Context: an optimization exercise on an open-source flow, tuned for small area. The choices shown serve that exercise and are no tape-out recipe. RTL that was checked went through simulation tests only; none was proved equivalent to the original. Only the layout flow was run in runs 2 to 4; the RTL was not checked for function there.

==> flow/design.v, too long to show whole: its modules and the start of the top module <==
// module cordic_pipeline_rtl: 469 lines
module cordic_pipeline_rtl( clock, reset, ce, angle_in, sin_out, cos_out, valid_out );
  // ...
==> flow/flow/run.sh <==
#!/bin/bash
# Own layout flow: the standard flow (standard.sh) with three changes:
#  1. the port buffers use the smallest buffer cell (buf_1);
#  2. after the standard synthesis, the combinational cells other than full adders are
#     mapped again by Yosys/ABC for area (registers and their names are untouched);
#  3. full adders are flipped in polarity (FA(~a,~b,~c) = ~FA(a,b,c)) where that
#     removes inverters.
# Each rewritten netlist is checked against the standard synthesis's netlist by
# bit-parallel random simulation of every register input and every output port; a step
# whose result fails the check is dropped.
set -uo pipefail
export BUFFER_PORTS_ARGS="-buffer_cell sky130_fd_sc_hd__buf_1"
RES="$PWD/orfs/results/sky130hd/cordic_pipeline_rtl/base"
bash standard.sh "$RES/1_2_yosys.v" > standard_synth.log 2>&1 || exit 1
cp "$RES/1_2_yosys.v" "$PWD/netlist_standard.v"
CUR="$PWD/netlist_standard.v"
if python3 flow/remap.py "$CUR" "$PWD/netlist_remap.v" "$PWD" > remap.log 2>&1 \
   && python3 flow/simcheck.py "$PWD/netlist_standard.v" "$PWD/netlist_remap.v" > simcheck_remap.log 2>&1; then
  CUR="$PWD/netlist_remap.v"; echo "remap: used" >> remap.log
else
  echo "remap: dropped" >> remap.log
fi
if python3 flow/fixinv.py "$CUR" "$PWD/netlist_fixinv.v" > fixinv.log 2>&1 \
   && python3 flow/simcheck.py "$PWD/netlist_standard.v" "$PWD/netlist_fixinv.v" > simcheck_fixinv.log 2>&1; then
  CUR="$PWD/netlist_fixinv.v"; echo "fixinv: used" >> fixinv.log
else
  echo "fixinv: dropped" >> fixinv.log
fi
cp "$CUR" "$RES/1_2_yosys.v"
bash standard.sh > standard_layout.log 2>&1
==> flow/flow/fixinv.py <==
#!/usr/bin/env python3
"""Remove inverters around full adders in a flat Yosys netlist of sky130 cells.

A full adder is self-dual: FA(~a,~b,~c) = (~sum, ~cout). Each fa cell may be "flipped":
it is fed the complements of its inputs and its outputs then carry the complements of the
original signals. Nets joined by inverters form classes; a class needs one inverter when
some consumer wants the polarity its driver does not give. A greedy search over flips of
single adders and of connected adder groups lowers the inverter count; the netlist is then
rewritten. Usage: fixinv.py in.v out.v
"""
import re, sys, collections

INV_RE = re.compile(r"sky130_fd_sc_hd__(inv|clkinv)_\d+$")
FA_RE = re.compile(r"sky130_fd_sc_hd__fa_\d+$")
OUTPINS = {"X", "Y", "Q", "Q_N", "SUM", "COUT", "HI", "LO"}

def main(src, dst):
    text = open(src).read()
    m = re.search(r"^(.*?\bmodule\b.*?\);\n)(.*)(endmodule.*)$", text, re.S)
    head, body, tail = m.group(1), m.group(2), m.group(3)
    stmts = re.split(r"(?<=;)", body)
    cells = []
    for i, s in enumerate(stmts):
        mm = re.match(r"\s*(sky130_fd_sc_hd__\w+)\s+(\S+)\s*\((.*)\)\s*;\s*$", s, re.S)
        if mm:
            pins = collections.OrderedDict((p, n.strip()) for p, n in re.findall(r"\.(\w+)\(([^()]*)\)", mm.group(3)))
            cells.append({"i": i, "type": mm.group(1), "name": mm.group(2), "pins": pins})
    # nets used outside cells (assigns) or declared as ports keep their exact polarity
    pinned = set()
    for s in stmts:
        if re.match(r"\s*sky130_fd_sc_hd__", s): continue
        if re.match(r"\s*(wire|reg)\b", s): continue
        for n in re.findall(r"(\\\S+|[A-Za-z_][\w$]*)(\s*\[\d+(?::\d+)?\])?", s):
            pinned.add(n[0]); pinned.add((n[0] + n[1].replace(" ", "")) if n[1] else n[0])
    def base(n):
        return re.sub(r"\s*\[.*$", "", n)
    drv = {}
    loads = collections.defaultdict(list)
    for c in cells:
        for p, n in c["pins"].items():
            if p in OUTPINS: drv[n] = (c, p)
            else: loads[n].append((c, p))
    isinv = lambda c: bool(INV_RE.match(c["type"]))
    isfa = lambda c: bool(FA_RE.match(c["type"]))
    # classes: follow inverters back to the root
    pol = {}; root = {}
    def find(n):
        if n in root: return root[n], pol[n]
        d = drv.get(n)
        if d and isinv(d[0]):
            r, p = find(d[0]["pins"]["A"])
            root[n], pol[n] = r, p ^ 1
        else:
            root[n], pol[n] = n, 0
        return root[n], pol[n]
    allnets = set(drv) | set(loads)
    for n in allnets: find(n)
    members = collections.defaultdict(list)
    for n in allnets: members[root[n]].append(n)
    fas = [c for c in cells if isfa(c)]
    faid = {c["name"]: k for k, c in enumerate(fas)}
    flip = [0] * len(fas)
    # a class is frozen if any member net is pinned (port/assign) or it is a constant
    def frozen(r):
        return any(n in pinned or base(n) in pinned or "'" in n for n in members[r])
    # consumers of each class: list of (cell, pin, polarity wanted relative to root)
    cons = collections.defaultdict(list)
    for n in allnets:
        for (c, p) in loads.get(n, []):
            if isinv(c): continue
            cons[root[n]].append((c, p, pol[n]))
    def drvflip(r):
        d = drv.get(r)
        if d and isfa(d[0]): return flip[faid[d[0]["name"]]]
        return 0
    def cost(r):
        f0 = drvflip(r)
        need = set()
        for (c, p, q) in cons[r]:
            need.add(q ^ (flip[faid[c["name"]]] if isfa(c) else 0))
        if frozen(r):
            # every original member polarity must stay available under its own name
            need |= {pol[n] for n in members[r]}
        return 1 if (need - {f0}) else 0
    # classes touched by each fa
    touch = collections.defaultdict(set)
    for k, c in enumerate(fas):
        for p, n in c["pins"].items():
            if n in root: touch[k].add(root[n])
    classes = list(members)
    orig = sum(1 for c in cells if isinv(c))
    total = sum(cost(r) for r in classes)
    pass
    # groups: fas joined by direct (inverter-free or not) connections between fa pins
    adj = collections.defaultdict(set)
    for r in classes:
        ks = set()
        d = drv.get(r)
        if d and isfa(d[0]): ks.add(faid[d[0]["name"]])
        for (c, p, q) in cons[r]:
            if isfa(c): ks.add(faid[c["name"]])
        for a in ks:
            adj[a] |= ks - {a}
    def try_flip(group):
        cls = set()
        for k in group: cls |= touch[k]
        before = sum(cost(r) for r in cls)
        for k in group: flip[k] ^= 1
        after = sum(cost(r) for r in cls)
        if after < before: return before - after
        for k in group: flip[k] ^= 1
        return 0
    improved = True
    while improved:
        improved = False
        for k in range(len(fas)):
            if try_flip([k]): improved = True
        for k in range(len(fas)):
            for j in adj[k]:
                if j > k and try_flip([k, j]): improved = True
        # chains along carries
        for k in range(len(fas)):
            grp = [k]; cur = k
            for _ in range(12):
                nxt = [j for j in adj[cur] if j not in grp]
                if not nxt: break
                cur = nxt[0]; grp.append(cur)
                if try_flip(list(grp)): improved = True
    total = sum(cost(r) for r in classes)
    pass
    # rewrite: per class, nets for polarity 0/1
    newwires = []
    cnt = [0]
    def newnet():
        cnt[0] += 1
        nm = "_fixinv_%d_" % cnt[0]
        newwires.append(nm)
        return nm
    drop = set(c["name"] for c in cells if isinv(c))
    addcells = []
    for r in classes:
        polnet = {}
        for n in members[r]:
            polnet.setdefault(pol[n], n)
        f0 = drvflip(r)
        need = set()
        for (c, p, q) in cons[r]:
            need.add(q ^ (flip[faid[c["name"]]] if isfa(c) else 0))
        if frozen(r): need |= {pol[n] for n in members[r]}
        d = drv.get(r)
        if d is None:
            # undriven (input port / constant): keep the original inverters, they drive pinned nets
            for n in members[r]:
                dd = drv.get(n)
                if dd and isinv(dd[0]): drop.discard(dd[0]["name"])
            continue
        if frozen(r) and f0 == 0:
            # keep everything as is for frozen classes whose driver is not flipped
            for n in members[r]:
                dd = drv.get(n)
                if dd and isinv(dd[0]): drop.discard(dd[0]["name"])
            continue
        assert not frozen(r)
        net = {}
        net[f0] = polnet.get(f0) or newnet()
        d[0]["pins"][d[1]] = net[f0]
        if (1 ^ f0) in need:
            net[1 ^ f0] = polnet.get(1 ^ f0) or newnet()
            addcells.append(("sky130_fd_sc_hd__inv_1", net[f0], net[1 ^ f0]))
        for (c, p, q) in cons[r]:
            want = q ^ (flip[faid[c["name"]]] if isfa(c) else 0)
            c["pins"][p] = net[want]
    out = []
    for i, s in enumerate(stmts):
        out.append(s)
    for c in cells:
        if c["name"] in drop:
            out[c["i"]] = ""
            continue
        conn = ",".join("\n    .%s(%s%s)" % (p, n, " " if n.startswith("\\") else "") for p, n in c["pins"].items())
        out[c["i"]] = "\n  %s %s (%s\n  );" % (c["type"], c["name"], conn)
    extra = "".join("\n  wire %s;" % nm for nm in newwires)
    for k, (t, a, y) in enumerate(addcells):
        extra += "\n  %s _fixinv_cell_%d_ (\n    .A(%s%s),\n    .Y(%s%s)\n  );" % (t, k, a, " " if a.startswith("\\") else "", y, " " if y.startswith("\\") else "")
    res = head + extra + "".join(out) + "\n" + tail
    open(dst, "w").write(res)
    ninv = len(re.findall(r"sky130_fd_sc_hd__(?:inv|clkinv)_\d+ ", res))
    print("inverters after: %d" % ninv)

if __name__ == "__main__":
    main(sys.argv[1], sys.argv[2])
==> flow/flow/remap.py <==
#!/usr/bin/env python3
"""Re-map the combinational logic of a flat sky130 netlist with Yosys/ABC for area.

Registers (every sequential cell) and full-adder cells stay as they are, with their
instance names; all other cells are read as their liberty functions, flattened and mapped
again by ABC, avoiding the platform's don't-use cells.
Usage: remap.py in.v out.v workdir  (FLOW_HOME must point at ORFS's flow/ folder)"""
import os, re, sys, subprocess
flow = os.environ.get("FLOW_HOME", "/OpenROAD-flow-scripts/flow")
lib = flow + "/platforms/sky130hd/lib/sky130_fd_sc_hd__tt_025C_1v80.lib"
src, dst, wd = sys.argv[1], sys.argv[2], sys.argv[3]
txt = open(lib).read()
models = []
for m in re.finditer(r'\n    cell \("(\w+)"\) \{', txt):
    name = m.group(1)
    end = txt.find('\n    cell (', m.end()); body = txt[m.end(): end if end > 0 else len(txt)]
    if re.search(r'\n        (ff|latch|statetable) ', body): continue
    if re.search(r'__fa_\d', name): continue
    pins = []; outs = {}; ok = True
    for pm in re.finditer(r'\n        pin \("(\w+)"\) \{(.*?)\n        \}', body, re.S):
        d = re.search(r'direction : "(\w+)"', pm.group(2))
        if not d: continue
        f = re.search(r'function : "([^"]*)"', pm.group(2))
        pins.append((pm.group(1), d.group(1)))
        if d.group(1) == 'output':
            if not f: ok = False; break
            outs[pm.group(1)] = f.group(1)
    if not ok or not outs: continue
    s = "module %s(%s);\n" % (name, ", ".join(p for p, _ in pins))
    for p, d in pins: s += "  %s %s;\n" % (d, p)
    for o, f in outs.items(): s += "  assign %s = %s;\n" % (o, f.replace('!', '~'))
    models.append(s + "endmodule\n")
open(wd + "/remap_models.v", "w").write("".join(models))
cfg = open(flow + "/platforms/sky130hd/config.mk").read()
du = re.search(r"export DONT_USE_CELLS \+= \\(.*?)\n#", cfg, re.S).group(1)
dont = " ".join("-dont_use " + c for c in re.findall(r"sky130_fd_sc_hd__\w+", du))
ys = """read_liberty -lib {lib}
read_verilog -overwrite {wd}/remap_models.v
read_verilog {src}
hierarchy -top cordic_pipeline_rtl
flatten
techmap
opt -purge
abc -liberty {lib} {dont}
opt_clean -purge
hilomap -singleton -hicell sky130_fd_sc_hd__conb_1 HI -locell sky130_fd_sc_hd__conb_1 LO
insbuf -buf sky130_fd_sc_hd__buf_4 A X
opt_clean -purge
check
stat -liberty {lib}
write_verilog -noattr -nohex -nodec {dst}
""".format(lib=lib, wd=wd, src=src, dst=dst, dont=dont)
open(wd + "/remap.ys", "w").write(ys)
r = subprocess.run(["yosys", "-s", wd + "/remap.ys"], stdout=open(wd + "/remap_yosys.log", "w"), stderr=subprocess.STDOUT)
sys.exit(r.returncode)
==> flow/flow/simcheck.py <==
#!/usr/bin/env python3
"""Compare two flat sky130 netlists combinationally: flop outputs and primary inputs are
driven with the same random bit-parallel words, and every flop input and primary output
must match. Usage: simcheck.py gold.v gate.v [lib]"""
import re, sys, random, collections
LIB = "/OpenROAD-flow-scripts/flow/platforms/sky130hd/lib/sky130_fd_sc_hd__tt_025C_1v80.lib"
W = 1 << 14
MASK = (1 << W) - 1

def libfuncs(path):
    txt = open(path).read()
    funcs = {}; seq = set()
    for m in re.finditer(r'\n    cell \("(\w+)"\) \{', txt):
        name = m.group(1)
        end = txt.find('\n    cell (', m.end())
        body = txt[m.end(): end if end > 0 else len(txt)]
        if re.search(r'\n        (ff|latch|statetable) ', body): seq.add(name); continue
        outs = {}
        for pm in re.finditer(r'\n        pin \("(\w+)"\) \{(.*?)\n        \}', body, re.S):
            f = re.search(r'function : "([^"]*)"', pm.group(2))
            if f and 'direction : "output"' in pm.group(2): outs[pm.group(1)] = f.group(1)
        funcs[name] = outs
    return funcs, seq

def pyexpr(f):
    f = f.replace('!', ' ~').replace('&', ' & ').replace('|', ' | ').replace('^', ' ^ ')
    f = re.sub(r'\b([A-Z]\w*)\b', r'v["\1"]', f)
    f = f.replace('1', 'MASK') if f.strip() == '1' else f
    return f

def parse(path):
    text = open(path).read()
    cells = []
    for mm in re.finditer(r"(sky130_fd_sc_hd__\w+)\s+(\S+)\s*\((.*?)\);", text, re.S):
        pins = dict((p, n.strip()) for p, n in re.findall(r"\.(\w+)\(([^()]*)\)", mm.group(3)))
        cells.append((mm.group(1), mm.group(2), pins))
    assigns = re.findall(r"assign\s+(.*?)\s*=\s*(.*?);", text)
    ins = []
    for d in re.findall(r"input\s+(\[[^\]]*\])?\s*(\S+);", text):
        if d[0]:
            hi, lo = map(int, re.match(r"\[(\d+):(\d+)\]", d[0]).groups())
            ins += ["%s[%d]" % (d[1], i) for i in range(lo, hi + 1)]
        else: ins.append(d[1])
    outs = []
    for d in re.findall(r"output\s+(\[[^\]]*\])?\s*(\S+);", text):
        if d[0]:
            hi, lo = map(int, re.match(r"\[(\d+):(\d+)\]", d[0]).groups())
            outs += ["%s[%d]" % (d[1], i) for i in range(lo, hi + 1)]
        else: outs.append(d[1])
    return cells, assigns, ins, outs

def norm(n):
    n = n.strip()
    if n.startswith("\\"): n = n[1:]
    return n.replace(" ", "")

def simulate(path, funcs, seq, stim):
    cells, assigns, ins, outs = parse(path)
    val = {"1'h0": 0, "1'h1": MASK, "1'b0": 0, "1'b1": MASK}
    for n in ins: val[norm(n)] = stim.setdefault("in:" + norm(n), random.getrandbits(W))
    flops = {}
    for t, nm, pins in cells:
        tt = t.replace("sky130_fd_sc_hd__", "")
        if t in seq:
            q = norm(pins.get("Q", ""))
            val[q] = stim.setdefault("ff:" + nm, random.getrandbits(W))
            flops[nm] = pins
    comb = [(t, nm, pins) for t, nm, pins in cells if t not in seq]
    drv = {}
    for c in comb:
        for p, n in c[2].items():
            if p in funcs[c[0]]: drv[norm(n)] = c
    asg = {norm(a): norm(b) for a, b in assigns}
    done = set()
    sys.setrecursionlimit(100000)
    def get(n):
        n = norm(n)
        if n in val: return val[n]
        if n in asg:
            val[n] = get(asg[n]); return val[n]
        c = drv.get(n)
        if c is None: raise KeyError(n)
        t, nm, pins = c
        v = {p: get(pins[p]) for p in pins if p not in funcs[t]}
        for op, f in funcs[t].items():
            e = pyexpr(f)
            r = eval(e, {"v": v, "MASK": MASK}) & MASK
            val[norm(pins[op])] = r
        return val[n]
    res = {}
    for nm, pins in flops.items():
        for p in pins:
            if p not in ("Q", "CLK", "Q_N"): res["ff:%s.%s" % (nm, p)] = get(pins[p])
    for o in outs: res["out:" + norm(o)] = get(o)
    return res

funcs, seq = libfuncs(sys.argv[3] if len(sys.argv) > 3 else LIB)
random.seed(1)
stim = {}
a = simulate(sys.argv[1], funcs, seq, stim)
b = simulate(sys.argv[2], funcs, seq, stim)
bad = [k for k in a if a[k] != b.get(k)]
print("compared %d signals x %d vectors; mismatches: %d" % (len(a), W, len(bad)))
print(bad[:10])
sys.exit(1 if bad or set(a) != set(b) else 0)
==> flow/standard.sh <==
#!/bin/bash
# synth_recipe.tcl (not shown) runs the flow's synth.tcl, then flattens the netlist and writes it again
# the make line also repeats each setting of config.mk as NAME=value (left out here)
make -C /OpenROAD-flow-scripts/flow DESIGN_CONFIG=/design/flow/config.mk WORK_HOME=/design/flow/orfs CLKGATE_MAP_FILE= SYNTH_SCRIPT=/design/flow/synth_recipe.tcl "${@:-finish}"
==> flow/config.mk <==
export PLATFORM = sky130hd
export DESIGN_NAME = cordic_pipeline_rtl
export DESIGN_NICKNAME = cordic_pipeline_rtl
export VERILOG_FILES = /design/flow/design.v
export SDC_FILE = /design/flow/constraint.sdc
export NUM_CORES = 4
export LEC_CHECK = 0
export CAP_MARGIN = 0
export CORE_MARGIN = 2
export CORE_UTILIZATION = 70
export CTS_CLUSTER_DIAMETER = 100
export CTS_CLUSTER_SIZE = 30
export GPL_TIMING_DRIVEN = 1
export PLACE_DENSITY = 0.75
export SLEW_MARGIN = 0
==> flow/constraint.sdc <==
create_clock -name core_clock -period 4.5 [get_ports {clock}]
set_input_delay 0.9000 -clock core_clock [delete_from_list [all_inputs] [get_ports {clock}]]
set_output_delay 0.9000 -clock core_clock [all_outputs]
set_load 0.01 [all_outputs]
==> results_dict.tcl, run 1 <==
set metrics [dict create \
    crit_required_ps 4740 \
    critPathMaxFanout 5 \
    slew_headroom_pct 24.4 \
    area.growth.synth_to_final_pct 12.3 \
    cpMostUsedCell "fa_2" \
    holdWs_ps 422 \
    holdBufCountCts 0 \
    drtPass1Iterations 6 \
    inv_count 83 \
    cts.sinks 264 \
    multi_input_area_share_pct 42.4 \
    cts_inserted_buffers 12 \
    die-area_sq_um 22900 \
    fin_crit_ps 4850 \
    pre_cts_slack_ps -209 \
    cp-start-kind "flip-flop" \
    clock_area_share_pct 2.11 \
    met3_usage_pct 2.50 \
    drc 0 \
    vias_per_cell 5.74 \
    hold_end "l3_d[3]" \
    core_area_sq_um 21200 \
    met2_length_um 15100 \
    check.faults "negative setup slack" \
    hold_path.class "reg -> reg" \
    status "finished with violations" \
    wirelength_met1_um 10600 \
    critPathCaptureType "flip-flop" \
    worstMarginPinSlew_ps 1120 \
    setup_viol 16 \
    fin_ws_ps -347 \
    fill_cells 1205 \
]
==> run 2: changes to the inputs <==
--- a/flow/design.v
+++ b/flow/design.v
@@ -197,157 +197,140 @@
 wire [7:0] ty_31_hi = l12_y[11:4] ^ (({8{ty_31_hi_inc}} & ty_31_hi_pa) | ({8{ty_31_hi_dec}} & ty_31_hi_pz));
 wire [12:0] ty_31 = {ty_31_hi, ty_31_lo, 1'b0};
 wire signed [11:0] x_28 = tx_30[12:1];
 wire signed [11:0] y_29 = ty_31[12:1];
 reg signed [11:0] l13_x;
 reg signed [11:0] l13_y;
 reg [10:9] l13_d;
 wire [10:0] dw_32 = {l13_d, 9'd0};
-wire signed [11:0] sy_x_33 = l13_y >>> 9;
-wire signed [11:0] sx_x_33 = l13_x >>> 9;
-wire tx_35_m = dw_32[9];
-wire [2:0] tx_35_b = l13_y[11:9] ^ {3{tx_35_m}};
-wire [3:0] tx_35_cc;
-wire [2:0] tx_35_lo;
-assign tx_35_cc[0] = tx_35_m;
-assign tx_35_lo = l13_x[2:0] ^ tx_35_b ^ tx_35_cc[2:0];
-assign tx_35_cc[3:1] = (l13_x[2:0] & tx_35_b) | (l13_x[2:0] & tx_35_cc[2:0]) | (tx_35_b & tx_35_cc[2:0]);
-wire tx_35_sg = l13_y[11] ^ tx_35_m;
-wire [8:0] tx_35_hi = tx_35_sg ? (tx_35_cc[3] ? l13_x[11:3] : l13_x[11:3] - 1'b1) : (tx_35_cc[3] ? l13_x[11:3] + 1'b1 : l13_x[11:3]);
-wire [12:0] tx_35 = {tx_35_hi, tx_35_lo, 1'b0};
-wire ty_36_m = ~dw_32[9];
-wire [2:0] ty_36_b = l13_x[11:9] ^ {3{ty_36_m}};
-wire [3:0] ty_36_cc;
-wire [2:0] ty_36_lo;
-assign ty_36_cc[0] = ty_36_m;
-assign ty_36_lo = l13_y[2:0] ^ ty_36_b ^ ty_36_cc[2:0];
-assign ty_36_cc[3:1] = (l13_y[2:0] & ty_36_b) | (l13_y[2:0] & ty_36_cc[2:0]) | (ty_36_b & ty_36_cc[2:0]);
-wire ty_36_sg = l13_x[11] ^ ty_36_m;
-wire [8:0] ty_36_hi = ty_36_sg ? (ty_36_cc[3] ? l13_y[11:3] : l13_y[11:3] - 1'b1) : (ty_36_cc[3] ? l13_y[11:3] + 1'b1 : l13_y[11:3]);
-wire [12:0] ty_36 = {ty_36_hi, ty_36_lo, 1'b0};
-wire signed [11:0] x_33 = tx_35[12:1];
-wire signed [11:0] y_34 = ty_36[12:1];
-wire signed [11:0] sy_x_37 = y_34 >>> 10;
-wire signed [11:0] sx_x_37 = x_33 >>> 10;
-wire tx_39_m = dw_32[10];
-wire [1:0] tx_39_b = y_34[11:10] ^ {2{tx_39_m}};
-wire [2:0] tx_39_cc;
-wire [1:0] tx_39_lo;
-assign tx_39_cc[0] = tx_39_m;
-assign tx_39_lo = x_33[1:0] ^ tx_39_b ^ tx_39_cc[1:0];
-assign tx_39_cc[2:1] = (x_33[1:0] & tx_39_b) | (x_33[1:0] & tx_39_cc[1:0]) | (tx_39_b & tx_39_cc[1:0]);
-wire tx_39_sg = y_34[11] ^ tx_39_m;
-wire [9:0] tx_39_hi = tx_39_sg ? (tx_39_cc[2] ? x_33[11:2] : x_33[11:2] - 1'b1) : (tx_39_cc[2] ? x_33[11:2] + 1'b1 : x_33[11:2]);
-wire [12:0] tx_39 = {tx_39_hi, tx_39_lo, 1'b0};
-wire ty_40_m = ~dw_32[10];
-wire [1:0] ty_40_b = x_33[11:10] ^ {2{ty_40_m}};
-wire [2:0] ty_40_cc;
-wire [1:0] ty_40_lo;
-assign ty_40_cc[0] = ty_40_m;
-assign ty_40_lo = y_34[1:0] ^ ty_40_b ^ ty_40_cc[1:0];
-assign ty_40_cc[2:1] = (y_34[1:0] & ty_40_b) | (y_34[1:0] & ty_40_cc[1:0]) | (ty_40_b & ty_40_cc[1:0]);
-wire ty_40_sg = x_33[11] ^ ty_40_m;
-wire [9:0] ty_40_hi = ty_40_sg ? (ty_40_cc[2] ? y_34[11:2] : y_34[11:2] - 1'b1) : (ty_40_cc[2] ? y_34[11:2] + 1'b1 : y_34[11:2]);
-wire [12:0] ty_40 = {ty_40_hi, ty_40_lo, 1'b0};
-wire signed [11:0] x_37 = tx_39[12:1];
-wire signed [11:0] y_38 = ty_40[12:1];
+wire x_33_d9 = dw_32[9], x_33_d10 = dw_32[10];
+wire [3:0] x_33_fy9 = {l13_y[11], l13_y[11:9]};
+wire [3:0] x_33_fx9 = {l13_x[11], l13_x[11:9]};
+wire [3:0] x_33_ex9 = x_33_d9 ? (4'd0 - x_33_fy9) : x_33_fy9;
+wire [3:0] x_33_ey9 = x_33_d9 ? x_33_fx9 : (4'd0 - x_33_fx9);
+wire [4:0] x_33_lx = {2'b00, l13_x[2:0]} + {x_33_ex9[3], x_33_ex9};
+wire x_33_upx = ~x_33_lx[4] & x_33_lx[3] & (&l13_x[9:3]);
+wire x_33_dnx = x_33_lx[4] & ~(|l13_x[9:3]);
+wire [1:0] x_33_tx = l13_x[11:10];
+wire [1:0] x_33_fx10 = x_33_upx ? x_33_tx + 2'd1 : x_33_dnx ? x_33_tx - 2'd1 : x_33_tx;
+wire [4:0] x_33_ly = {2'b00, l13_y[2:0]} + {x_33_ey9[3], x_33_ey9};
+wire x_33_upy = ~x_33_ly[4] & x_33_ly[3] & (&l13_y[9:3]);
+wire x_33_dny = x_33_ly[4] & ~(|l13_y[9:3]);
+wire [1:0] x_33_ty = l13_y[11:10];
+wire [1:0] x_33_fy10 = x_33_upy ? x_33_ty + 2'd1 : x_33_dny ? x_33_ty - 2'd1 : x_33_ty;
+wire [2:0] x_33_fy10s = {x_33_fy10[1], x_33_fy10};
+wire [2:0] x_33_fx10s = {x_33_fx10[1], x_33_fx10};
+wire [2:0] x_33_ex10 = x_33_d10 ? (3'd0 - x_33_fy10s) : x_33_fy10s;
+wire [2:0] x_33_ey10 = x_33_d10 ? x_33_fx10s : (3'd0 - x_33_fx10s);
+wire [4:0] x_33_Ex = {x_33_ex9[3], x_33_ex9} + {{2{x_33_ex10[2]}}, x_33_ex10};
+wire [5:0] x_33_Lx = {2'b00, l13_x[3:0]} + {x_33_Ex[4], x_33_Ex};
+wire x_33_Ux = ~x_33_Lx[5] & x_33_Lx[4];
+wire x_33_Nx = x_33_Lx[5];
+wire [7:0] x_33_Hx = x_33_Ux ? l13_x[11:4] + 8'd1 : x_33_Nx ? l13_x[11:4] - 8'd1 : l13_x[11:4];
+wire [11:0] x_33 = {x_33_Hx, x_33_Lx[3:0]};
+wire [4:0] x_33_Ey = {x_33_ey9[3], x_33_ey9} + {{2{x_33_ey10[2]}}, x_33_ey10};
+wire [5:0] x_33_Ly = {2'b00, l13_y[3:0]} + {x_33_Ey[4], x_33_Ey};
+wire x_33_Uy = ~x_33_Ly[5] & x_33_Ly[4];
+wire x_33_Ny = x_33_Ly[5];
+wire [7:0] x_33_Hy = x_33_Uy ? l13_y[11:4] + 8'd1 : x_33_Ny ? l13_y[11:4] - 8'd1 : l13_y[11:4];
+wire [11:0] y_34 = {x_33_Hy, x_33_Ly[3:0]};
 reg signed [11:0] l14_x;
 reg signed [11:0] l14_y;
-wire signed [23:0] ex_41 = l14_x;
-wire [11:0] u_44 = l14_x ^ 12'h800;
-wire px_42_p_w1 = ~u_44[0] ^ u_44[2] ^ 1'b1;
-wire px_42_p_w2 = (~u_44[0] & u_44[2]) | (~u_44[0] & 1'b1) | (u_44[2] & 1'b1);
-wire px_42_p_w3 = ~u_44[0] ^ ~u_44[2] ^ u_44[4];
-wire px_42_p_w4 = (~u_44[0] & ~u_44[2]) | (~u_44[0] & u_44[4]) | (~u_44[2] & u_44[4]);
-wire px_42_p_w5 = ~u_44[1] ^ ~u_44[3] ^ u_44[5];
-wire px_42_p_w6 = (~u_44[1] & ~u_44[3]) | (~u_44[1] & u_44[5]) | (~u_44[3] & u_44[5]);
-wire px_42_p_w7 = ~u_44[2] ^ ~u_44[4] ^ u_44[6];
-wire px_42_p_w8 = (~u_44[2] & ~u_44[4]) | (~u_44[2] & u_44[6]) | (~u_44[4] & u_44[6]);
-wire px_42_p_w9 = u_44[0] ^ ~u_44[3] ^ ~u_44[5];
-wire px_42_p_w10 = (u_44[0] & ~u_44[3]) | (u_44[0] & ~u_44[5]) | (~u_44[3] & ~u_44[5]);
-wire px_42_p_w11 = u_44[1] ^ ~u_44[4] ^ ~u_44[6];
-wire px_42_p_w12 = (u_44[1] & ~u_44[4]) | (u_44[1] & ~u_44[6]) | (~u_44[4] & ~u_44[6]);
-wire px_42_p_w13 = u_44[0] ^ u_44[2] ^ ~u_44[5];
-wire px_42_p_w14 = (u_44[0] & u_44[2]) | (u_44[0] & ~u_44[5]) | (u_44[2] & ~u_44[5]);
-wire px_42_p_w15 = u_44[1] ^ u_44[3] ^ ~u_44[6];
-wire px_42_p_w16 = (u_44[1] & u_44[3]) | (u_44[1] & ~u_44[6]) | (u_44[3] & ~u_44[6]);
-wire px_42_p_w17 = u_44[2] ^ u_44[4] ^ ~u_44[7];
-wire px_42_p_w18 = (u_44[2] & u_44[4]) | (u_44[2] & ~u_44[7]) | (u_44[4] & ~u_44[7]);
-wire px_42_p_w19 = ~u_44[9] ^ u_44[11] ^ 1'b1;
-wire px_42_p_w20 = (~u_44[9] & u_44[11]) | (~u_44[9] & 1'b1) | (u_44[11] & 1'b1);
-wire px_42_p_w21 = u_44[3] ^ u_44[5] ^ ~u_44[8];
-wire px_42_p_w22 = (u_44[3] & u_44[5]) | (u_44[3] & ~u_44[8]) | (u_44[5] & ~u_44[8]);
-wire px_42_p_w23 = u_44[4] ^ u_44[6] ^ ~u_44[9];
-wire px_42_p_w24 = (u_44[4] & u_44[6]) | (u_44[4] & ~u_44[9]) | (u_44[6] & ~u_44[9]);
-wire px_42_p_w25 = u_44[5] ^ u_44[7] ^ ~u_44[10];
-wire px_42_p_w26 = (u_44[5] & u_44[7]) | (u_44[5] & ~u_44[10]) | (u_44[7] & ~u_44[10]);
-wire px_42_p_w27 = u_44[6] ^ u_44[8] ^ ~u_44[11];
-wire px_42_p_w28 = (u_44[6] & u_44[8]) | (u_44[6] & ~u_44[11]) | (u_44[8] & ~u_44[11]);
-wire px_42_p_w29 = u_44[7] ^ u_44[9] ^ 1'b1;
-wire px_42_p_w30 = (u_44[7] & u_44[9]) | (u_44[7] & 1'b1) | (u_44[9] & 1'b1);
-wire px_42_p_w31 = u_44[8] ^ u_44[10] ^ 1'b1;
-wire px_42_p_w32 = (u_44[8] & u_44[10]) | (u_44[8] & 1'b1) | (u_44[10] & 1'b1);
-wire px_42_p_w33 = px_42_p_w2 ^ ~u_44[1] ^ u_44[3];
-wire px_42_p_w34 = (px_42_p_w2 & ~u_44[1]) | (px_42_p_w2 & u_44[3]) | (~u_44[1] & u_44[3]);
-wire px_42_p_w35 = px_42_p_w8 ^ px_42_p_w9 ^ u_44[7];
-wire px_42_p_w36 = (px_42_p_w8 & px_42_p_w9) | (px_42_p_w8 & u_44[7]) | (px_42_p_w9 & u_44[7]);
-wire px_42_p_w37 = px_42_p_w10 ^ px_42_p_w11 ^ u_44[8];
-wire px_42_p_w38 = (px_42_p_w10 & px_42_p_w11) | (px_42_p_w10 & u_44[8]) | (px_42_p_w11 & u_44[8]);
-wire px_42_p_w39 = px_42_p_w12 ^ px_42_p_w13 ^ ~u_44[7];
-wire px_42_p_w40 = (px_42_p_w12 & px_42_p_w13) | (px_42_p_w12 & ~u_44[7]) | (px_42_p_w13 & ~u_44[7]);
-wire px_42_p_w41 = px_42_p_w14 ^ px_42_p_w15 ^ ~u_44[8];
-wire px_42_p_w42 = (px_42_p_w14 & px_42_p_w15) | (px_42_p_w14 & ~u_44[8]) | (px_42_p_w15 & ~u_44[8]);
-wire px_42_p_w43 = px_42_p_w16 ^ px_42_p_w17 ^ px_42_p_w19;
-wire px_42_p_w44 = (px_42_p_w16 & px_42_p_w17) | (px_42_p_w16 & px_42_p_w19) | (px_42_p_w17 & px_42_p_w19);
-wire px_42_p_w45 = px_42_p_w18 ^ px_42_p_w20 ^ px_42_p_w21;
-wire px_42_p_w46 = (px_42_p_w18 & px_42_p_w20) | (px_42_p_w18 & px_42_p_w21) | (px_42_p_w20 & px_42_p_w21);
-wire px_42_p_w47 = px_42_p_w22 ^ px_42_p_w23 ^ ~u_44[11];
-wire px_42_p_w48 = (px_42_p_w22 & px_42_p_w23) | (px_42_p_w22 & ~u_44[11]) | (px_42_p_w23 & ~u_44[11]);
-wire px_42_p_w49 = px_42_p_w24 ^ px_42_p_w25 ^ 1'b1;
-wire px_42_p_w50 = (px_42_p_w24 & px_42_p_w25) | (px_42_p_w24 & 1'b1) | (px_42_p_w25 & 1'b1);
-wire px_42_p_w51 = px_42_p_w32 ^ u_44[9] ^ u_44[11];
-wire px_42_p_w52 = (px_42_p_w32 & u_44[9]) | (px_42_p_w32 & u_44[11]) | (u_44[9] & u_44[11]);
-wire px_42_p_w53 = px_42_p_w34 ^ px_42_p_w3 ^ 1'b1;
-wire px_42_p_w54 = (px_42_p_w34 & px_42_p_w3) | (px_42_p_w34 & 1'b1) | (px_42_p_w3 & 1'b1);
-wire px_42_p_w55 = px_42_p_w38 ^ px_42_p_w39 ^ u_44[9];
-wire px_42_p_w56 = (px_42_p_w38 & px_42_p_w39) | (px_42_p_w38 & u_44[9]) | (px_42_p_w39 & u_44[9]);
-wire px_42_p_w57 = px_42_p_w40 ^ px_42_p_w41 ^ u_44[10];
-wire px_42_p_w58 = (px_42_p_w40 & px_42_p_w41) | (px_42_p_w40 & u_44[10]) | (px_42_p_w41 & u_44[10]);
-wire px_42_p_w59 = px_42_p_w44 ^ px_42_p_w45 ^ ~u_44[10];
-wire px_42_p_w60 = (px_42_p_w44 & px_42_p_w45) | (px_42_p_w44 & ~u_44[10]) | (px_42_p_w45 & ~u_44[10]);
-wire px_42_p_w61 = px_42_p_w50 ^ px_42_p_w26 ^ px_42_p_w27;
-wire px_42_p_w62 = (px_42_p_w50 & px_42_p_w26) | (px_42_p_w50 & px_42_p_w27) | (px_42_p_w26 & px_42_p_w27);
-wire px_42_p_w63 = px_42_p_w52 ^ u_44[10] ^ 1'b1;
-wire px_42_p_w64 = (px_42_p_w52 & u_44[10]) | (px_42_p_w52 & 1'b1) | (u_44[10] & 1'b1);
-wire px_42_p_w65 = px_42_p_w54 ^ px_42_p_w4 ^ px_42_p_w5;
-wire px_42_p_w66 = (px_42_p_w54 & px_42_p_w4) | (px_42_p_w54 & px_42_p_w5) | (px_42_p_w4 & px_42_p_w5);
-wire px_42_p_w67 = px_42_p_w58 ^ px_42_p_w42 ^ px_42_p_w43;
-wire px_42_p_w68 = (px_42_p_w58 & px_42_p_w42) | (px_42_p_w58 & px_42_p_w43) | (px_42_p_w42 & px_42_p_w43);
-wire px_42_p_w69 = px_42_p_w60 ^ px_42_p_w46 ^ px_42_p_w47;
-wire px_42_p_w70 = (px_42_p_w60 & px_42_p_w46) | (px_42_p_w60 & px_42_p_w47) | (px_42_p_w46 & px_42_p_w47);
-wire px_42_p_w71 = px_42_p_w62 ^ px_42_p_w28 ^ px_42_p_w29;
-wire px_42_p_w72 = (px_42_p_w62 & px_42_p_w28) | (px_42_p_w62 & px_42_p_w29) | (px_42_p_w28 & px_42_p_w29);
-wire px_42_p_w73 = px_42_p_w66 ^ px_42_p_w6 ^ px_42_p_w7;
-wire px_42_p_w74 = (px_42_p_w66 & px_42_p_w6) | (px_42_p_w66 & px_42_p_w7) | (px_42_p_w6 & px_42_p_w7);
-wire px_42_p_w75 = px_42_p_w68 ^ px_42_p_w59 ^ 1'b1;
-wire px_42_p_w76 = (px_42_p_w68 & px_42_p_w59) | (px_42_p_w68 & 1'b1) | (px_42_p_w59 & 1'b1);
-wire px_42_p_w77 = px_42_p_w70 ^ px_42_p_w48 ^ px_42_p_w49;
-wire px_42_p_w78 = (px_42_p_w70 & px_42_p_w48) | (px_42_p_w70 & px_42_p_w49) | (px_42_p_w48 & px_42_p_w49);
-wire px_42_p_w79 = px_42_p_w72 ^ px_42_p_w30 ^ px_42_p_w31;
-wire px_42_p_w80 = (px_42_p_w72 & px_42_p_w30) | (px_42_p_w72 & px_42_p_w31) | (px_42_p_w30 & px_42_p_w31);
-wire px_42_p_w81 = (u_44[0] & 1'b0) | (u_44[0] & 1'b0) | (1'b0 & 1'b0);
-wire px_42_p_w82 = (u_44[1] & 1'b0) | (u_44[1] & px_42_p_w81) | (1'b0 & px_42_p_w81);
-wire px_42_p_w83 = (px_42_p_w1 & 1'b0) | (px_42_p_w1 & px_42_p_w82) | (1'b0 & px_42_p_w82);
-wire px_42_p_w84 = (px_42_p_w33 & 1'b0) | (px_42_p_w33 & px_42_p_w83) | (1'b0 & px_42_p_w83);
-wire px_42_p_w85 = (px_42_p_w53 & 1'b0) | (px_42_p_w53 & px_42_p_w84) | (1'b0 & px_42_p_w84);
-wire px_42_p_w86 = (px_42_p_w65 & 1'b0) | (px_42_p_w65 & px_42_p_w85) | (1'b0 & px_42_p_w85);
-wire [15:0] px_42_p_w87 = {1'b1, px_42_p_w64, px_42_p_w63, px_42_p_w80, px_42_p_w79, px_42_p_w71, px_42_p_w78, px_42_p_w77, px_42_p_w76, px_42_p_w75, px_42_p_w67, px_42_p_w56, px_42_p_w55, px_42_p_w36, px_42_p_w74, px_42_p_w73} + {1'b0, u_44[11], 1'b0, px_42_p_w51, 1'b0, 1'b0, px_42_p_w61, 1'b0, px_42_p_w69, 1'b0, 1'b0, px_42_p_w57, 1'b0, px_42_p_w37, px_42_p_w35, 1'b0} + px_42_p_w86;
-wire [21:0] px_42_p = {px_42_p_w87, 6'd0};
-wire signed [11:0] rx_43 = px_42_p[21:10];
+wire signed [23:0] ex_35 = l14_x;
+wire [11:0] u_38 = l14_x ^ 12'h800;
+wire px_36_p_w1 = ~u_38[0] ^ u_38[2] ^ 1'b1;
+wire px_36_p_w2 = (~u_38[0] & u_38[2]) | (~u_38[0] & 1'b1) | (u_38[2] & 1'b1);
+wire px_36_p_w3 = ~u_38[0] ^ ~u_38[2] ^ u_38[4];
+wire px_36_p_w4 = (~u_38[0] & ~u_38[2]) | (~u_38[0] & u_38[4]) | (~u_38[2] & u_38[4]);
+wire px_36_p_w5 = ~u_38[1] ^ ~u_38[3] ^ u_38[5];
+wire px_36_p_w6 = (~u_38[1] & ~u_38[3]) | (~u_38[1] & u_38[5]) | (~u_38[3] & u_38[5]);
+wire px_36_p_w7 = ~u_38[2] ^ ~u_38[4] ^ u_38[6];
+wire px_36_p_w8 = (~u_38[2] & ~u_38[4]) | (~u_38[2] & u_38[6]) | (~u_38[4] & u_38[6]);
+wire px_36_p_w9 = u_38[0] ^ ~u_38[3] ^ ~u_38[5];
+wire px_36_p_w10 = (u_38[0] & ~u_38[3]) | (u_38[0] & ~u_38[5]) | (~u_38[3] & ~u_38[5]);
+wire px_36_p_w11 = u_38[1] ^ ~u_38[4] ^ ~u_38[6];
+wire px_36_p_w12 = (u_38[1] & ~u_38[4]) | (u_38[1] & ~u_38[6]) | (~u_38[4] & ~u_38[6]);
+wire px_36_p_w13 = u_38[0] ^ u_38[2] ^ ~u_38[5];
+wire px_36_p_w14 = (u_38[0] & u_38[2]) | (u_38[0] & ~u_38[5]) | (u_38[2] & ~u_38[5]);
+wire px_36_p_w15 = u_38[1] ^ u_38[3] ^ ~u_38[6];
+wire px_36_p_w16 = (u_38[1] & u_38[3]) | (u_38[1] & ~u_38[6]) | (u_38[3] & ~u_38[6]);
+wire px_36_p_w17 = u_38[2] ^ u_38[4] ^ ~u_38[7];
+wire px_36_p_w18 = (u_38[2] & u_38[4]) | (u_38[2] & ~u_38[7]) | (u_38[4] & ~u_38[7]);
+wire px_36_p_w19 = ~u_38[9] ^ u_38[11] ^ 1'b1;
+wire px_36_p_w20 = (~u_38[9] & u_38[11]) | (~u_38[9] & 1'b1) | (u_38[11] & 1'b1);
+wire px_36_p_w21 = u_38[3] ^ u_38[5] ^ ~u_38[8];
+wire px_36_p_w22 = (u_38[3] & u_38[5]) | (u_38[3] & ~u_38[8]) | (u_38[5] & ~u_38[8]);
+wire px_36_p_w23 = u_38[4] ^ u_38[6] ^ ~u_38[9];
+wire px_36_p_w24 = (u_38[4] & u_38[6]) | (u_38[4] & ~u_38[9]) | (u_38[6] & ~u_38[9]);
+wire px_36_p_w25 = u_38[5] ^ u_38[7] ^ ~u_38[10];
+wire px_36_p_w26 = (u_38[5] & u_38[7]) | (u_38[5] & ~u_38[10]) | (u_38[7] & ~u_38[10]);
+wire px_36_p_w27 = u_38[6] ^ u_38[8] ^ ~u_38[11];
+wire px_36_p_w28 = (u_38[6] & u_38[8]) | (u_38[6] & ~u_38[11]) | (u_38[8] & ~u_38[11]);
+wire px_36_p_w29 = u_38[7] ^ u_38[9] ^ 1'b1;
+wire px_36_p_w30 = (u_38[7] & u_38[9]) | (u_38[7] & 1'b1) | (u_38[9] & 1'b1);
+wire px_36_p_w31 = u_38[8] ^ u_38[10] ^ 1'b1;
+wire px_36_p_w32 = (u_38[8] & u_38[10]) | (u_38[8] & 1'b1) | (u_38[10] & 1'b1);
+wire px_36_p_w33 = px_36_p_w2 ^ ~u_38[1] ^ u_38[3];
+wire px_36_p_w34 = (px_36_p_w2 & ~u_38[1]) | (px_36_p_w2 & u_38[3]) | (~u_38[1] & u_38[3]);
+wire px_36_p_w35 = px_36_p_w8 ^ px_36_p_w9 ^ u_38[7];
+wire px_36_p_w36 = (px_36_p_w8 & px_36_p_w9) | (px_36_p_w8 & u_38[7]) | (px_36_p_w9 & u_38[7]);
+wire px_36_p_w37 = px_36_p_w10 ^ px_36_p_w11 ^ u_38[8];
+wire px_36_p_w38 = (px_36_p_w10 & px_36_p_w11) | (px_36_p_w10 & u_38[8]) | (px_36_p_w11 & u_38[8]);
+wire px_36_p_w39 = px_36_p_w12 ^ px_36_p_w13 ^ ~u_38[7];
+wire px_36_p_w40 = (px_36_p_w12 & px_36_p_w13) | (px_36_p_w12 & ~u_38[7]) | (px_36_p_w13 & ~u_38[7]);
+wire px_36_p_w41 = px_36_p_w14 ^ px_36_p_w15 ^ ~u_38[8];
+wire px_36_p_w42 = (px_36_p_w14 & px_36_p_w15) | (px_36_p_w14 & ~u_38[8]) | (px_36_p_w15 & ~u_38[8]);
+wire px_36_p_w43 = px_36_p_w16 ^ px_36_p_w17 ^ px_36_p_w19;
+wire px_36_p_w44 = (px_36_p_w16 & px_36_p_w17) | (px_36_p_w16 & px_36_p_w19) | (px_36_p_w17 & px_36_p_w19);
+wire px_36_p_w45 = px_36_p_w18 ^ px_36_p_w20 ^ px_36_p_w21;
+wire px_36_p_w46 = (px_36_p_w18 & px_36_p_w20) | (px_36_p_w18 & px_36_p_w21) | (px_36_p_w20 & px_36_p_w21);
+wire px_36_p_w47 = px_36_p_w22 ^ px_36_p_w23 ^ ~u_38[11];
+wire px_36_p_w48 = (px_36_p_w22 & px_36_p_w23) | (px_36_p_w22 & ~u_38[11]) | (px_36_p_w23 & ~u_38[11]);
+wire px_36_p_w49 = px_36_p_w24 ^ px_36_p_w25 ^ 1'b1;
+wire px_36_p_w50 = (px_36_p_w24 & px_36_p_w25) | (px_36_p_w24 & 1'b1) | (px_36_p_w25 & 1'b1);
+wire px_36_p_w51 = px_36_p_w32 ^ u_38[9] ^ u_38[11];
+wire px_36_p_w52 = (px_36_p_w32 & u_38[9]) | (px_36_p_w32 & u_38[11]) | (u_38[9] & u_38[11]);
+wire px_36_p_w53 = px_36_p_w34 ^ px_36_p_w3 ^ 1'b1;
+wire px_36_p_w54 = (px_36_p_w34 & px_36_p_w3) | (px_36_p_w34 & 1'b1) | (px_36_p_w3 & 1'b1);
+wire px_36_p_w55 = px_36_p_w38 ^ px_36_p_w39 ^ u_38[9];
+wire px_36_p_w56 = (px_36_p_w38 & px_36_p_w39) | (px_36_p_w38 & u_38[9]) | (px_36_p_w39 & u_38[9]);
+wire px_36_p_w57 = px_36_p_w40 ^ px_36_p_w41 ^ u_38[10];
+wire px_36_p_w58 = (px_36_p_w40 & px_36_p_w41) | (px_36_p_w40 & u_38[10]) | (px_36_p_w41 & u_38[10]);
+wire px_36_p_w59 = px_36_p_w44 ^ px_36_p_w45 ^ ~u_38[10];
+wire px_36_p_w60 = (px_36_p_w44 & px_36_p_w45) | (px_36_p_w44 & ~u_38[10]) | (px_36_p_w45 & ~u_38[10]);
+wire px_36_p_w61 = px_36_p_w50 ^ px_36_p_w26 ^ px_36_p_w27;
+wire px_36_p_w62 = (px_36_p_w50 & px_36_p_w26) | (px_36_p_w50 & px_36_p_w27) | (px_36_p_w26 & px_36_p_w27);
+wire px_36_p_w63 = px_36_p_w52 ^ u_38[10] ^ 1'b1;
+wire px_36_p_w64 = (px_36_p_w52 & u_38[10]) | (px_36_p_w52 & 1'b1) | (u_38[10] & 1'b1);
+wire px_36_p_w65 = px_36_p_w54 ^ px_36_p_w4 ^ px_36_p_w5;
+wire px_36_p_w66 = (px_36_p_w54 & px_36_p_w4) | (px_36_p_w54 & px_36_p_w5) | (px_36_p_w4 & px_36_p_w5);
+wire px_36_p_w67 = px_36_p_w58 ^ px_36_p_w42 ^ px_36_p_w43;
+wire px_36_p_w68 = (px_36_p_w58 & px_36_p_w42) | (px_36_p_w58 & px_36_p_w43) | (px_36_p_w42 & px_36_p_w43);
+wire px_36_p_w69 = px_36_p_w60 ^ px_36_p_w46 ^ px_36_p_w47;
+wire px_36_p_w70 = (px_36_p_w60 & px_36_p_w46) | (px_36_p_w60 & px_36_p_w47) | (px_36_p_w46 & px_36_p_w47);
+wire px_36_p_w71 = px_36_p_w62 ^ px_36_p_w28 ^ px_36_p_w29;
+wire px_36_p_w72 = (px_36_p_w62 & px_36_p_w28) | (px_36_p_w62 & px_36_p_w29) | (px_36_p_w28 & px_36_p_w29);
+wire px_36_p_w73 = px_36_p_w66 ^ px_36_p_w6 ^ px_36_p_w7;
+wire px_36_p_w74 = (px_36_p_w66 & px_36_p_w6) | (px_36_p_w66 & px_36_p_w7) | (px_36_p_w6 & px_36_p_w7);
+wire px_36_p_w75 = px_36_p_w68 ^ px_36_p_w59 ^ 1'b1;
+wire px_36_p_w76 = (px_36_p_w68 & px_36_p_w59) | (px_36_p_w68 & 1'b1) | (px_36_p_w59 & 1'b1);
+wire px_36_p_w77 = px_36_p_w70 ^ px_36_p_w48 ^ px_36_p_w49;
+wire px_36_p_w78 = (px_36_p_w70 & px_36_p_w48) | (px_36_p_w70 & px_36_p_w49) | (px_36_p_w48 & px_36_p_w49);
+wire px_36_p_w79 = px_36_p_w72 ^ px_36_p_w30 ^ px_36_p_w31;
+wire px_36_p_w80 = (px_36_p_w72 & px_36_p_w30) | (px_36_p_w72 & px_36_p_w31) | (px_36_p_w30 & px_36_p_w31);
+wire px_36_p_w81 = (u_38[0] & 1'b0) | (u_38[0] & 1'b0) | (1'b0 & 1'b0);
+wire px_36_p_w82 = (u_38[1] & 1'b0) | (u_38[1] & px_36_p_w81) | (1'b0 & px_36_p_w81);
+wire px_36_p_w83 = (px_36_p_w1 & 1'b0) | (px_36_p_w1 & px_36_p_w82) | (1'b0 & px_36_p_w82);
+wire px_36_p_w84 = (px_36_p_w33 & 1'b0) | (px_36_p_w33 & px_36_p_w83) | (1'b0 & px_36_p_w83);
+wire px_36_p_w85 = (px_36_p_w53 & 1'b0) | (px_36_p_w53 & px_36_p_w84) | (1'b0 & px_36_p_w84);
+wire px_36_p_w86 = (px_36_p_w65 & 1'b0) | (px_36_p_w65 & px_36_p_w85) | (1'b0 & px_36_p_w85);
+wire [15:0] px_36_p_w87 = {1'b1, px_36_p_w64, px_36_p_w63, px_36_p_w80, px_36_p_w79, px_36_p_w71, px_36_p_w78, px_36_p_w77, px_36_p_w76, px_36_p_w75, px_36_p_w67, px_36_p_w56, px_36_p_w55, px_36_p_w36, px_36_p_w74, px_36_p_w73} + {1'b0, u_38[11], 1'b0, px_36_p_w51, 1'b0, 1'b0, px_36_p_w61, 1'b0, px_36_p_w69, 1'b0, 1'b0, px_36_p_w57, 1'b0, px_36_p_w37, px_36_p_w35, 1'b0} + px_36_p_w86;
+wire [21:0] px_36_p = {px_36_p_w87, 6'd0};
+wire signed [11:0] rx_37 = px_36_p[21:10];
 wire signed [23:0] ey_88 = l14_y;
 wire [11:0] u_91 = l14_y ^ 12'h800;
 wire py_89_p_w1 = ~u_91[0] ^ u_91[2] ^ 1'b1;
 wire py_89_p_w2 = (~u_91[0] & u_91[2]) | (~u_91[0] & 1'b1) | (u_91[2] & 1'b1);
 wire py_89_p_w3 = ~u_91[0] ^ ~u_91[2] ^ u_91[4];
 wire py_89_p_w4 = (~u_91[0] & ~u_91[2]) | (~u_91[0] & u_91[4]) | (~u_91[2] & u_91[4]);
 wire py_89_p_w5 = ~u_91[1] ^ ~u_91[3] ^ u_91[5];
 wire py_89_p_w6 = (~u_91[1] & ~u_91[3]) | (~u_91[1] & u_91[5]) | (~u_91[3] & u_91[5]);
@@ -456,14 +439,14 @@
     l11_y <= y_19;
     l11_d <= dw_17[10:7];
     l12_x <= x_23;
     l12_y <= y_24;
     l12_d <= dw_22[10:8];
     l13_x <= x_28;
     l13_y <= y_29;
     l13_d <= dw_27[10:9];
-    l14_x <= x_37;
-    l14_y <= y_38;
-    l15_c <= rx_43;
+    l14_x <= x_33;
+    l14_y <= y_34;
+    l15_c <= rx_37;
     l15_s <= ry_90;
   end
 endmodule
==> results_dict.tcl, run 2 <==
set metrics [dict create \
    cp_top_family "compound AO/OA/AOI/OAI gates" \
    rows 53 \
    min_period_over_period_pct 101 \
    ant_nets 0 \
    crit_slowest_cell "edfxtp_1" \
    largest_register "l1_e" \
    drc 0 \
    cts.sinks 264 \
    holdWs_ps 420 \
    check.faults "negative setup slack" \
    path_cells "o21ai_4 > xnor2_4 > a22o_1 > a2111oi_4 > nor3_2 > or3_4 > and2_4 > o21bai_4 > fa_1 > and2_4 > fa_2 > a211o_4 > o31a_1 > xnor2_2" \
    fin_crit_ps 4540 \
    dp_hpwl_um 18800 \
    antenna-diode-count 0 \
    wirelength_um 26100 \
    grt_pass1_wl_um 41700 \
    gp_congestion 0.888 \
    cts_tree "done" \
    avgSynthCellArea_sq_um 12.3 \
    wl_per_cell_um 16.0 \
    grt_util_all_layers_pct 23.0 \
    syn_area_sq_um 15200 \
    fmax_ghz 0.220 \
    core_area_sq_um 21200 \
    drtIter0Drc 502 \
    vias_per_cell 5.71 \
    die-area_sq_um 22800 \
    vias 9304 \
    critPathCaptureType "flip-flop" \
    slew_headroom_pct 31.7 \
    cpMostUsedCell "and2_4" \
    grt_max_degree 122 \
    start_util_pct 71.6 \
    root_buffer "clkbuf_16" \
    path_buf_inv 0 \
    clkTransAtPathRegs_ps 120 \
    ys_warn_count 1 \
    crit_required_ps 4750 \
    arrival_ps 4790 \
    setup_viol 1 \
    cts_inserted_buffers 12 \
    drive_gt1_share_pct 9.82 \
    skew_ps 19.7 \
    fin_nets 1459 \
    htree_levels 1 \
    clock_latency_ps 480 \
    grt_pass1_vias 9075 \
    drtPass1Iterations 4 \
    layout_common_cells "edfxtp_1 (260), xnor2_1 (108), nor2_1 (93), fa_1 (88), xor2_1 (88)" \
    slowest_delay_ps 480 \
    hold_viol_final 0 \
    synth_fp_nets 1332 \
    syn-instance-count 1227 \
    status "finished with violations" \
    grt_remaining_overflow 0 \
    largest_reg_flops 14 \
    cts_max_path_buffers 3 \
    holdBufCountCts 0 \
    die_w_um 151 \
    cp-start-kind "flip-flop" \
    fin_ws_ps -39.0 \
    die_height_um 151 \
    antenna_found_initial 0 \
    criticalPathCategory "reg -> reg" \
    area.growth.synth_to_final_pct 11.5 \
    io_pins 40 \
    maxCapViolCount 0 \
    fill_cells 1240 \
    hold_path.class "reg -> reg" \
    rsz0062_at_grt "yes" \
    io_buffer_count 39 \
    layout_commonest_cell "edfxtp_1" \
    critPathMaxFanout 5 \
    timing.final.max_slew_violations 0 \
    worstMarginPinSlew_ps 1020 \
]
run 2: layer usage:
layer | share of wire [%] | wire, um | global-route usage [%] | up-vias
met3 | 3.0 | 782 | 2.11 | 43
met4 | 2.1 | 554 | 5.14 | 0
li1 | - | - | - | 4600
met1 | 40 | 10500 | 28.0 | 4476
met5 | 0 | 0 | 0 | -
met2 | 55 | 14300 | 44.3 | 185
run 2: layout make-up:
cell class | count | area [sq um] | area share [%]
flip-flops and latches | 264 | 7890 | 46.7
repair buffers | 113 | 731 | 4.33
clock buffers | 13 | 325 | 1.93
multi-input cells | 874 | 7230 | 42.8
inverters | 89 | 334 | 1.98
clock inverters | 2 | 33.8 | 0.200
well taps | 275 | 344 | 2.04
run 2: path summary, 6_finish.rpt:
| kind | startpoint | end | slack (ps) | depth (start not counted) |
|---|---|---|---|---|
| min reg2reg | l7_d[10] | l8_d[10] | 420 | 0 |
| max | l13_y[10] | l14_y[6] | -40 | 14 |
| min | l7_d[10] | l8_d[10] | 420 | 0 |
| max reg2reg | l13_y[10] | l14_y[6] | -40 | 14 |
run 2: repair_timing:
item / in CTS / in global routing
pin swaps: 3 / 20
gates resized for setup: 9 / 47
setup endpoints to repair: 19 / 26
setup buffers: 4 / 14
run 2: stage by stage:
step	cell area, sq um	setup WS (ps)	TNS (ps)	instances	util (%)
final	16900	-39.0	-39.0	1630	79.8
after detailed placement	16100	-153	-1200	1597	76.3
after CTS	16600	-17.8	-17.8	1616	78.3
after global routing	16900	-130	-721	1630	79.8
after global placement	16100	32.6	0	1597	76.3
after floorplan	15200	-33.9	-33.9	1227	-
==> run 3: changes to the inputs <==
--- a/flow/config.mk
+++ b/flow/config.mk
@@ -14,2 +14,3 @@
 export PLACE_DENSITY = 0.75
+export SETUP_SLACK_MARGIN = 0.3
 export SLEW_MARGIN = 0
==> results_dict.tcl, run 3 <==
set metrics [dict create \
    dp_hpwl_um 19000 \
    skew_ps 19.9 \
    wirelength_um 27400 \
    cts_tree "done" \
    postPlaceCellArea_sq_um 16100 \
    hold_end "l10_d[9]" \
    clock_latency_ps 480 \
    cts.sinks 264 \
    placedCellCount 1592 \
    grt_pass1_vias 9288 \
    layout_common_cells "edfxtp_1 (260), xnor2_1 (108), buf_4 (95), nor2_1 (88)" \
    wl_met3_um 1040 \
    pre_cts_slack_ps -82.8 \
    vias_per_cell 5.82 \
    cts_inserted_buffers 12 \
    grt_pass1_wl_um 43000 \
    fill_cells 1207 \
    grt_remaining_overflow 0 \
    utilization_pct 81.9 \
    antenna-diode-count 0 \
    drtPass1Iterations 5 \
    antenna_found_initial 0 \
    ys_warn_count 1 \
    syn_area_sq_um 15200 \
    wl_per_cell_um 16.5 \
    stdcell_count 1661 \
    wirelength_met1_um 10900 \
    largest_reg_flops 14 \
    ant_nets 0 \
    core_area_sq_um 21200 \
    hold_path.class "reg -> reg" \
    reg2reg_depth 14 \
    fin_nets 1485 \
    io_buffer_count 39 \
    rows 53 \
    gp_congestion 0.891 \
    slew_headroom_pct 31.2 \
    status "no timing/DRC/antenna violations" \
    clkTransAtPathRegs_ps 120 \
    grt_max_degree 154 \
    synth_fp_nets 1332 \
    r2r_start "l13_y[10]" \
    criticalPathCategory "reg -> reg" \
    avgSynthCellArea_sq_um 12.3 \
    multi_input_area_sq_um 7450 \
    maxCapViolCount 0 \
    fin_area_sq_um 17300 \
    met2_length_um 14900 \
    r2r_setup_slack_ps 70 \
    critPathMaxFanout 5 \
    area.growth.synth_to_final_pct 14.3 \
    reg2reg_to "l14_y[6]" \
    timing.final.max_slew_violations 0 \
    seqCellArea_sq_um 7890 \
    start_util_pct 71.6 \
    setup_viol 0 \
    vias 9664 \
    arrival_ps 4680 \
    cts_max_path_buffers 3 \
    holdBufCountCts 0 \
    syn-instance-count 1227 \
    critPathCaptureType "flip-flop" \
    crit_required_ps 4750 \
    fmax_ghz 0.226 \
    cp-start-kind "flip-flop" \
    root_buffer "clkbuf_16" \
    worstMarginPinSlew_ps 1030 \
    die-area_sq_um 22800 \
    fin_ws_ps 68.7 \
    rsz0062_at_grt "yes" \
    fin_crit_ps 4430 \
    hold_depth 0 \
    die_height_um 151 \
    htree_levels 1 \
    drive_gt1_share_pct 15.2 \
    layout_commonest_cell "edfxtp_1" \
    largest_register "l1_e" \
    drc 0 \
    io_pins 40 \
    grt_util_all_layers_pct 23.7 \
    die_w_um 151 \
    hold_viol_final 0 \
    min_period_over_period_pct 98.5 \
    drtIter0Drc 429 \
    top_layer_used "met4" \
    hold_path.startpoint "l9_d[9]" \
]
run 3: cell type report:
cell class,count,share of cell area [%]
inverters,89,1.93
multi-input cells,875,43.0
repair buffers,138,5.34
clock buffers,19,2.01
clock inverters,1,0.173
well taps,275,1.99
flip-flops and latches,264,45.5
run 3: metal layers:
metal	vias to the layer above	track usage (%)
met3	56	2.95
met5	-	0
li1	4651	-
met1	4740	28.5
met4	0	6.45
met2	217	45.1
run 3: what timing repair did:
item / in CTS / in global routing
resized for setup: 55 / 50
setup endpoints to repair: 28 / 36
pin swaps: 19 / 23
buffers inserted: 25 / 23
cloned: 0 / 1
run 3: metrics by stage:
stage	hold slack, ps	TNS, ps
6_report	413	0
5_1_grt	421	-275
4_1_cts	416	0
3_5_place_dp	405	-513
3_3_place_gp	402	0
2_1_floorplan	400	0
run 3: how the worst max path moves through the flow:
stage / from / to / slack [ps] / cells past startpoint
6_report: l13_y[10] / l14_y[6] / 70 / 14
3_5_place_dp: l13_x[5] / l14_y[7] / -80 / 15
3_3_place_gp: l13_y[10] / l14_y[6] / 140 / 14
2_1_floorplan: l13_y[10] / l14_y[11] / 90 / 15
4_1_cts: l13_y[9] / l14_y[6] / 150 / 14
5_1_grt: l13_y[10] / l14_y[11] / -70 / 15
run 3: critical path: stages (launching register included):
cell and delay, ps:
edfxtp_1 480, o21ai_4 270, xnor2_4 130, o211ai_1 410
a2111oi_4 150, o21a_1 270, or3_4 380, and2_4 170
o21bai_4 160, fa_1 460, and2_4 180, fa_2 390
a211o_4 380, o31a_1 260, xnor2_1 120
==> run 4: changes to the inputs <==
--- a/flow/config.mk
+++ b/flow/config.mk
@@ -14,3 +14,3 @@
 export PLACE_DENSITY = 0.75
-export SETUP_SLACK_MARGIN = 0.3
+export SETUP_SLACK_MARGIN = 0.15
 export SLEW_MARGIN = 0
==> results_dict.tcl, run 4 <==
set metrics [dict create \
    status "finished with violations" \
    check.faults "negative setup slack" \
    drtIter0Drc 520 \
    wl_per_cell_um 16.2 \
    fin_crit_ps 4540 \
    wirelength_met1_um 10900 \
    area.growth.synth_to_final_pct 12.2 \
    grt_util_all_layers_pct 23.4 \
    fin_ws_ps -43.1 \
    root_buffer "clkbuf_16" \
    die-area_sq_um 22800 \
    vias 9286 \
    worstMarginPinSlew_ps 1030 \
    largest_register "l1_e" \
    fmax_ghz 0.220 \
    cts_max_path_buffers 3 \
    grt_remaining_overflow 0 \
    seqCellArea_sq_um 7890 \
    hold_path.class "reg -> reg" \
    die_height_um 151 \
    fill_cells 1214 \
    top_layer_used "met4" \
    critPathMaxFanout 5 \
    layout_commonest_cell "edfxtp_1" \
    crit_required_ps 4740 \
    grt_max_degree 181 \
    io_buffer_count 39 \
    timing.final.max_slew_violations 0 \
    cts_inserted_buffers 12 \
    rows 53 \
    drtPass1Iterations 5 \
    syn-instance-count 1227 \
    antenna_found_initial 0 \
    criticalPathCategory "reg -> reg" \
    ant_nets 0 \
    utilization_pct 80.4 \
    avgSynthCellArea_sq_um 12.3 \
    grt_pass1_vias 9256 \
    drive_gt1_share_pct 11.6 \
    slew_headroom_pct 31.4 \
    core_area_sq_um 21200 \
    htree_levels 1 \
    wirelength_um 26500 \
    drc 0 \
    skew_ps 15.2 \
    setup_viol 5 \
    syn_area_sq_um 15200 \
    antenna-diode-count 0 \
    ys_warn_count 1 \
    clock_latency_ps 480 \
    hold_viol_final 0 \
    holdBufCountCts 0 \
    layout_common_cells "edfxtp_1 (260), xnor2_1 (108), nor2_1 (92), xor2_1 (87)" \
    vias_per_cell 5.68 \
    dp_hpwl_um 19000 \
    gp_congestion 0.898 \
    grt_pass1_wl_um 42400 \
    maxCapViolCount 0 \
    multi_input_area_sq_um 7330 \
    clkTransAtPathRegs_ps 120 \
    start_util_pct 71.6 \
    cts.sinks 264 \
    critPathCaptureType "flip-flop" \
    min_period_over_period_pct 101 \
    die_w_um 151 \
    wl_met3_um 694 \
    fin_nets 1461 \
    io_pins 40 \
    cp-start-kind "flip-flop" \
    arrival_ps 4780 \
    largest_reg_flops 14 \
    rsz0062_at_grt "yes" \
    met2_length_um 14400 \
    synth_fp_nets 1332 \
    cts_tree "done" \
]
run 4: final timing paths:
check | startpoint | endpoint | slack, ps | cells past startpoint
worst max register to register | l13_y[10] | l14_y[6] | -40 | 14
worst min-delay path | l8_d[7] | l9_d[7] | 420 | 0
worst max-delay path | l13_y[10] | l14_y[6] | -40 | 14
worst min register to register | l8_d[7] | l9_d[7] | 420 | 0
run 4: cell type report:
type	count	area share [%]
flip-flops and latches	264	46.4
multi-input cells	874	43.1
repair buffers	115	4.36
well taps	275	2.02
clock buffers	17	2.00
inverters	89	1.96
clock inverters	2	0.199
run 4: worst max-delay path, cell delays in order, from the launching register on:
cell,delay (ps)
edfxtp_1,510
o21ai_4,310
xnor2_4,140
o211ai_1,410
a211oi_2,160
o21a_1,210
o41ai_2,440
and2_4,230
o21bai_4,110
fa_1,440
and2_4,180
fa_2,390
a211o_4,390
o31a_1,260
xnor2_1,120
run 4: repair_timing:
action | CTS | global route
pin swaps | 4 | 23
setup endpoints to repair | 20 | 30
buffers inserted | 9 | 16
gates cloned | 0 | 0
gates resized for setup | 21 | 55
run 4: routing by layer:
| metal | track usage [%] | vias up |
|---|---|---|
| li1 | - | 4606 |
| met1 | 28.5 | 4481 |
| met5 | 0 | - |
| met4 | 6.21 | 0 |
| met2 | 44.5 | 150 |
| met3 | 2.35 | 49 |
run 4: through the flow:
stage	instances	setup TNS, ps	instance area, sq um	hold slack (ps)	worst slack (ps)
finish	1636	-105	17000	418	-43.1
floorplan	1227	0	15200	400	94.2
detailed placement	1592	-226	16100	405	-102
global route	1636	-698	17000	421	-114
CTS	1620	0	16700	421	136
global placement	1592	0	16100	401	43.8

-- port drivers added, routing unchanged --
How much do the figures lean on ideal ports? The routed layouts below were timed once more, with nothing changed but the port constraints.
Step 1 sets driving cells, clkbuf_16 on the clock port and buf_2 on the other inputs (assumed; they add their load-dependent delay and slew).
Step 2 adds t to the input delays and takes it off the output delays; t is the mean of the earliest and latest rising clock arrival at the registers after step 1. Input paths then give back, and output paths get back, about the clock's delay inside the block.
a / b / c = ideal ports / drivers / drivers and shift; a / b = the first two.
run | t (ns) | slack for setup (ns) | worst hold slack (ns) | slew at the worst register clock pin (ns) | pins driven straight from the clock port
run 1 | 0.524 | -0.347 / -0.347 / -0.347 | 0.422 / 0.422 / 0.422 | 0.11 / 0.11 | 1
run 2 | 0.520 | -0.039 / -0.039 / -0.039 | 0.420 / 0.420 / 0.420 | 0.12 / 0.12 | 1
run 3 | 0.518 | 0.069 / 0.069 / 0.069 | 0.413 / 0.413 / 0.413 | 0.12 / 0.12 | 1
run 4 | 0.521 | -0.043 / -0.043 / -0.043 | 0.418 / 0.418 / 0.418 | 0.12 / 0.12 | 1
